Background: an optimization exercise with open tools, aiming at small area. Do not read the settings as production practice. The RTL was checked by simulation tests, not by an equivalence proof against the original design.

==> flow/design.v (outline; a module is shown in full before it is edited, if it fits) <==
// module signed_mult: 754 lines
// module dsm_add: 86 lines
// module lz_xstep: 110 lines
// module mac_brow: 10 lines
// module mac_benc: 7 lines
// module mac_bsel: 5 lines
// module mac_bsel0: 5 lines
// module mac_fa: 6 lines
// module mac_ha: 6 lines
// module mac_maj: 5 lines
// module Slowclock: 13 lines
// module Lorenz: 50 lines
// module lz_next: 6 lines
// module second_DSM_DAC: 26 lines
// module Lorenz3D: 41 lines
module Lorenz3D(
    clk,
    rst,
    x_init,
    y_init,
    z_init,
    pinX,
    pinY,
    pinZ,
    x,
    y,
    z
    );
  // ...
==> flow/run.sh <==
#!/bin/bash
# synth_recipe.tcl (not shown) runs the flow's synth.tcl, then flattens the netlist and writes it again
# the make line also repeats each setting of config.mk as NAME=value (left out here)
make -C /OpenROAD-flow-scripts/flow DESIGN_CONFIG=/design/flow/config.mk WORK_HOME=/design/flow/orfs CLKGATE_MAP_FILE= SYNTH_SCRIPT=/design/flow/synth_recipe.tcl finish
==> flow/config.mk <==
export PLATFORM = sky130hd
export DESIGN_NAME = Lorenz3D
export DESIGN_NICKNAME = Lorenz3D
export VERILOG_FILES = /design/flow/design.v
export SDC_FILE = /design/flow/constraint.sdc
export NUM_CORES = 4
export LEC_CHECK = 0
export CAP_MARGIN = 20
export CORE_MARGIN = 2
export CORE_UTILIZATION = 40
export SLEW_MARGIN = 20
export SYNTH_HIERARCHICAL = 1
==> flow/constraint.sdc <==
create_clock -name core_clock -period 18.0 [get_ports {clk}]
set_input_delay 3.6000 -clock core_clock [delete_from_list [all_inputs] [get_ports {clk}]]
set_output_delay 3.6000 -clock core_clock [all_outputs]
set_load 0.01 [all_outputs]
==> metrics.csv, run 1 <==
stage;metric;value;unit
outcome;outcome;finished clean;
timing;min_period;16950;ps
yosys;netlist_top_cells_count;612 x fa_1, 422 x xnor2_1, 384 x a22oi_2, 224 x dfxtp_1, 181 x inv_1;
yosys;synth-compound-area-share;19.89;%
grt;grt_usage;26.23;%
floorplan;fp-row-count;107;
placement;detailedPlace.worstSlack;986.8;ps
setup_path;setup.worst_path.class;reg -> reg;
finish;fin_nets;3978;
yosys;ys_warn_count;9;
timing;drv_slew;0;
floorplan;io_pins;197;
yosys;synth_async_sr_flop_share;0;%
floorplan;start_util;40.38;%
yosys;avgSynthCellArea;12.16;um^2
min_path;hold_path_class;reg -> reg;
floorplan;die_height;297.4;um
route;met3WireLength;8808;um
finish;multi_input_cells;2356;
finish;multi_input_area;28470;um^2
grt;antenna_found_initial;2;
floorplan;die_w;297.4;um
placement;place_hpwl;81600;um
yosys;synth_seq_area_share;15.81;%
==> run 2, diff against run 1 <==
==> flow/flow/run.sh (new file) <==
#!/bin/bash
# Layout flow: the standard synthesis and layout, with one extra step
# between them: combinational cells that synthesis sized up but that drive
# few loads are set back to their smallest drive strength (registers are
# left as synthesis made them); the layout's own timing repair sizes up
# again wherever timing needs it.  Port buffers use the smallest buffer.
set -euo pipefail
bash standard.sh synth > synth.log 2>&1
RESULTS=orfs/results/$FLOW_PLATFORM/Lorenz3D/base \
  openroad -no_init -exit flow/downsize.tcl > downsize.log 2>&1
BUFFER_PORTS_ARGS="-buffer_cell sky130_fd_sc_hd__buf_1" \
  bash standard.sh > layout.log 2>&1
==> flow/flow/downsize.tcl (new file) <==
set odb $::env(RESULTS)/1_synth.odb
read_db $odb
set db [ord::get_db]
set block [ord::get_db_block]
set n 0
set saved 0.0
foreach inst [$block getInsts] {
  set master [$inst getMaster]
  set name [$master getName]
  if {[$master isSequential]} { continue }
  if {![regexp {^(sky130_fd_sc_hd__([a-z0-9]+))_([0-9]+)$} $name -> base func size]} { continue }
  if {[regexp {^(df|edf|sdf|dl|buf|clk|conb|tap|fill|decap|diode|fa$|ha$)} $func]} { continue }
  set fanout 0
  foreach it [$inst getITerms] {
    if {[$it isOutputSignal]} {
      set net [$it getNet]
      if {$net ne "NULL"} {
        incr fanout [expr {[llength [$net getITerms]] + [llength [$net getBTerms]] - 1}]
      }
    }
  }
  if {$fanout > 4} { continue }
  foreach s {0 1} {
    if {$s >= $size} { break }
    set m [$db findMaster ${base}_$s]
    if {$m ne "NULL"} {
      set saved [expr {$saved + ([$master getWidth] - [$m getWidth]) * [$master getHeight] / 1e6}]
      $inst swapMaster $m
      incr n
      break
    }
  }
}
puts "downsized $n instances, [format %.1f $saved] um^2"
write_db $odb
==> flow/standard.sh (new file) <==
#!/bin/bash
# synth_recipe.tcl (not shown) runs the flow's synth.tcl, then flattens the netlist and writes it again
# the make line also repeats each setting of config.mk as NAME=value (left out here)
make -C /OpenROAD-flow-scripts/flow DESIGN_CONFIG=/design/flow/config.mk WORK_HOME=/design/flow/orfs CLKGATE_MAP_FILE= SYNTH_SCRIPT=/design/flow/synth_recipe.tcl "${@:-finish}"
--- a/flow/config.mk
+++ b/flow/config.mk
@@ -8,5 +8,6 @@
 export CAP_MARGIN = 20
 export CORE_MARGIN = 2
 export CORE_UTILIZATION = 40
+export CTS_BUF_LIST = sky130_fd_sc_hd__clkbuf_4
 export SLEW_MARGIN = 20
 export SYNTH_HIERARCHICAL = 1
removed: flow/run.sh
==> run 2 against run 1 <==
Effect of this change: critical endpoint unchanged; final cell count did not move; still clean; sequential share of layout area rose by 1.4 points; first-iteration DRC count rose by 27%.
==> metrics.csv, run 2 <==
stage;metric;value;unit;change
outcome;outcome;finished clean;;unchanged
timing;rsz0062_at_grt;no;;unchanged
finish;nFillCells;7697;;was 7823
yosys;syn_area;32450;um^2;was 34440 um^2
floorplan;die_area;83420;um^2;was 88460 um^2
floorplan;die_height;288.8;um;was 297.4 um
route;drc_errors;0;;unchanged
yosys;avgSynthCellArea;11.45;um^2;was 12.16 um^2
floorplan;core;80420;um^2;was 85280 um^2
clocking;cts_setup_buffers;0;;unchanged
yosys;syn_inst;2833;;unchanged
clocking;clkSinkCount;256;;unchanged
timing;fin_crit_sh;95.61;%;was 94.17%
clocking;cts_buffers;74;;was 34
placement;dp_cells;4149;;was 4222
route;vias_per_cell;5.943;;was 5.887
timing;drv_slew;0;;unchanged
min_path;hold_path_class;reg -> reg;;unchanged
min_path;min-delay-start;L1.t[29];;was L1.t[9]
finish;syn2layout_area_growth;11.36;%;was 15.38%
placement;globalplace.congestion;0.9700;;was 0.9060
floorplan;fp-row-count;104;;was 107
setup_path;critPathMaxStageDelay;570;ps;was 580 ps
timing;final_hold_viol_count;0;;unchanged
yosys;ys_warn_count;9;;unchanged
timing;setup_tns;0;ps;unchanged
finish;instances_no_fill;4282;;unchanged
clocking;insertion_delay;880;ps;was 550 ps
clocking;cts_tree;done;;unchanged
grt;grt_usage;27.22;%;was 26.23%
timing;fmax;58.11;MHz;was 58.99 MHz
clocking;cts_max_path_buffers;3;;unchanged
finish;utilization;44.94;%;was 46.59%
finish;mostFrequentLayoutCells;612 x fa_1, 422 x xnor2_1, 386 x a22oi_1, 222 x dfxtp_1, 195 x buf_1;;was 612 x fa_1, 422 x xnor2_1, 384 x a22oi_2, 222 x dfxtp_1, 195 x clkdlybuf4s50_1
placement;place_hpwl;77240;um;was 81600 um
grt;grt.overflow.total;0;;unchanged
setup_path;rr_endpoint;L1.x[31];;unchanged
route;vias;25446;;was 25208
grt;grt_pass1_vias;26672;;was 28187
min_path;min_to;L1.z[29];;was L1.z[9]
setup_path;cp_slowest_cell;fa_1;;unchanged
route;drt-initial-drc-count;3322;;was 2624
setup_path;r2r_cells;46;;unchanged
clocking;clkTransAtPathRegs;80;ps;was 50 ps
setup_path;crit_path_start_kind;register;;unchanged
flow_run;maxCapViolations;0;;unchanged
timing;min_period;17210;ps;was 16950 ps
clocking;cts_htree_levels;3;;was 2
finish;fin_nets;4029;;was 3978
placement;io_buffers;196;;unchanged
grt;grt_max_degree;125;;was 87
clocking;postCtsHoldBufs;0;;unchanged
clocking;ctsResizeCount;0;;unchanged
clocking;root_buffer;clkbuf_4;;was clkbuf_16
finish;drive_above_1_share;8.080;%;was 19.22%
setup_path;critPathMaxFanout;4;;unchanged
setup_path;rr_startpoint;L1.x[0];;unchanged
setup_path;crit_required;18700;ps;was 18430 ps
setup_path;setup.worst_path.class;reg -> reg;;unchanged
setup_path;crit_top_cell;fa_1;;unchanged
finish;final_common_cell;fa_1;;unchanged
timing;setup_viol;0;;unchanged
timing;worstMarginPinSlew;1099;ps;was 1163 ps
grt;grt_pass1_wl;170100;um;was 178100 um
setup_path;critical_path_arrival;17910;ps;was 17380 ps
route;ant_nets;0;;unchanged
setup_path;cp-end-kind;register;;unchanged
route;routedWlPerCell;26.09;um;was 26.79 um
setup_path;regToRegSetupSlack;790;ps;was 1050 ps
floorplan;die_w;288.8;um;was 297.4 um
min_path;min_path_cells;2;;unchanged
timing;finClkSkew;86.44;ps;was 26.00 ps
route;routed_wl;111700;um;was 114700 um
floorplan;io_pins;197;;unchanged
floorplan;start_util;40.35;%;was 40.38%
timing;relSlewSlack;26.24;%;was 21.96%
route;first_pass_iters;9;;unchanged
grt;antenna_found_initial;5;;was 2
==> run 2: per-layer routing <==
layer  GRT usage, %  share of wire, %  vias to the layer above
met3          8.291                12                      343
met1          36.22                39                    12927
met4          10.81               4.3                        0
li1               -                 -                    10650
met5              0                 0                        -
met2          41.53                45                     1526
==> run 2: worst max path at each step <==
stage             from        to  slack, ps  depth (start not counted)
2_1_floorplan  L1.x[0]  L1.x[31]       1260                         46
3_3_place_gp   L1.x[0]  L1.x[31]        970                         46
3_5_place_dp   L1.x[0]  L1.x[31]        710                         46
4_1_cts        L1.x[0]  L1.x[31]        660                         46
5_1_grt        L1.x[0]  L1.x[31]        110                         46
6_report       L1.x[0]  L1.x[31]        790                         46
==> run 2: final cells by class <==
cell class	count	area [um^2]	area share, %
diodes	4	10.01	0.02770
multi-input cells	2356	26220	72.56
well taps	1060	1326	3.670
clock buffers	109	818.3	2.264
flip-flops and latches	256	5450	15.08
clock inverters	20	127.6	0.3532
repair buffers	296	1503	4.158
inverters	181	679.4	1.880
==> run 2: metrics by stage <==
stage	worst slack (ps)	cell area (um^2)	hold slack (ps)
finish	790.6	36140	498.0
global route	108.4	36130	532.2
CTS	658.8	36130	503.6
detailed placement	709.6	35180	487.0
global placement	974.6	35180	483.8
floorplan	1258	32620	432.6
==> run 2: critical path, delay by kind of cell, from the launching register on <==
| family | cells | cell delay (ps) |
|---|---|---|
| adders and majority gates | 42 | 16110 |
| DFF | 1 | 370 |
| AOI/OAI and AO/OA | 1 | 300 |
| xor gates and xnor gates | 1 | 180 |
| buffers and inverters | 2 | 130 |

[separate check: timing with driven ports]
How much do the figures lean on ideal ports? The routed layouts below were timed once more, with nothing changed but the port constraints.
Step 1 (the two cells are an assumption about what drives the block):
set clk [get_ports {clk}]
set_driving_cell -lib_cell sky130_fd_sc_hd__clkbuf_16 $clk
set_driving_cell -lib_cell sky130_fd_sc_hd__buf_2 [delete_from_list [all_inputs] $clk]
Step 2, shift: input delay + t, output delay - t, t = (earliest + latest rising clock arrival at the registers) / 2. This alone moves slack from input paths to output paths.
a / b / c = ideal ports / drivers / drivers and shift; a / b = the first two.
run | t (ns) | setup slack, ns | hold slack, ns | clock arrival spread, ns | pins driven straight from the clock port
run 1 | 0.599 | 1.049 / 1.049 / 1.049 | 0.502 / 0.502 / 0.502 | 0.026 / 0.026 | 1
run 2 | 0.893 | 0.791 / 0.791 / 0.791 | 0.498 / 0.498 / 0.498 | 0.087 / 0.086 | 1
After both steps setup and hold are still met in every run listed.
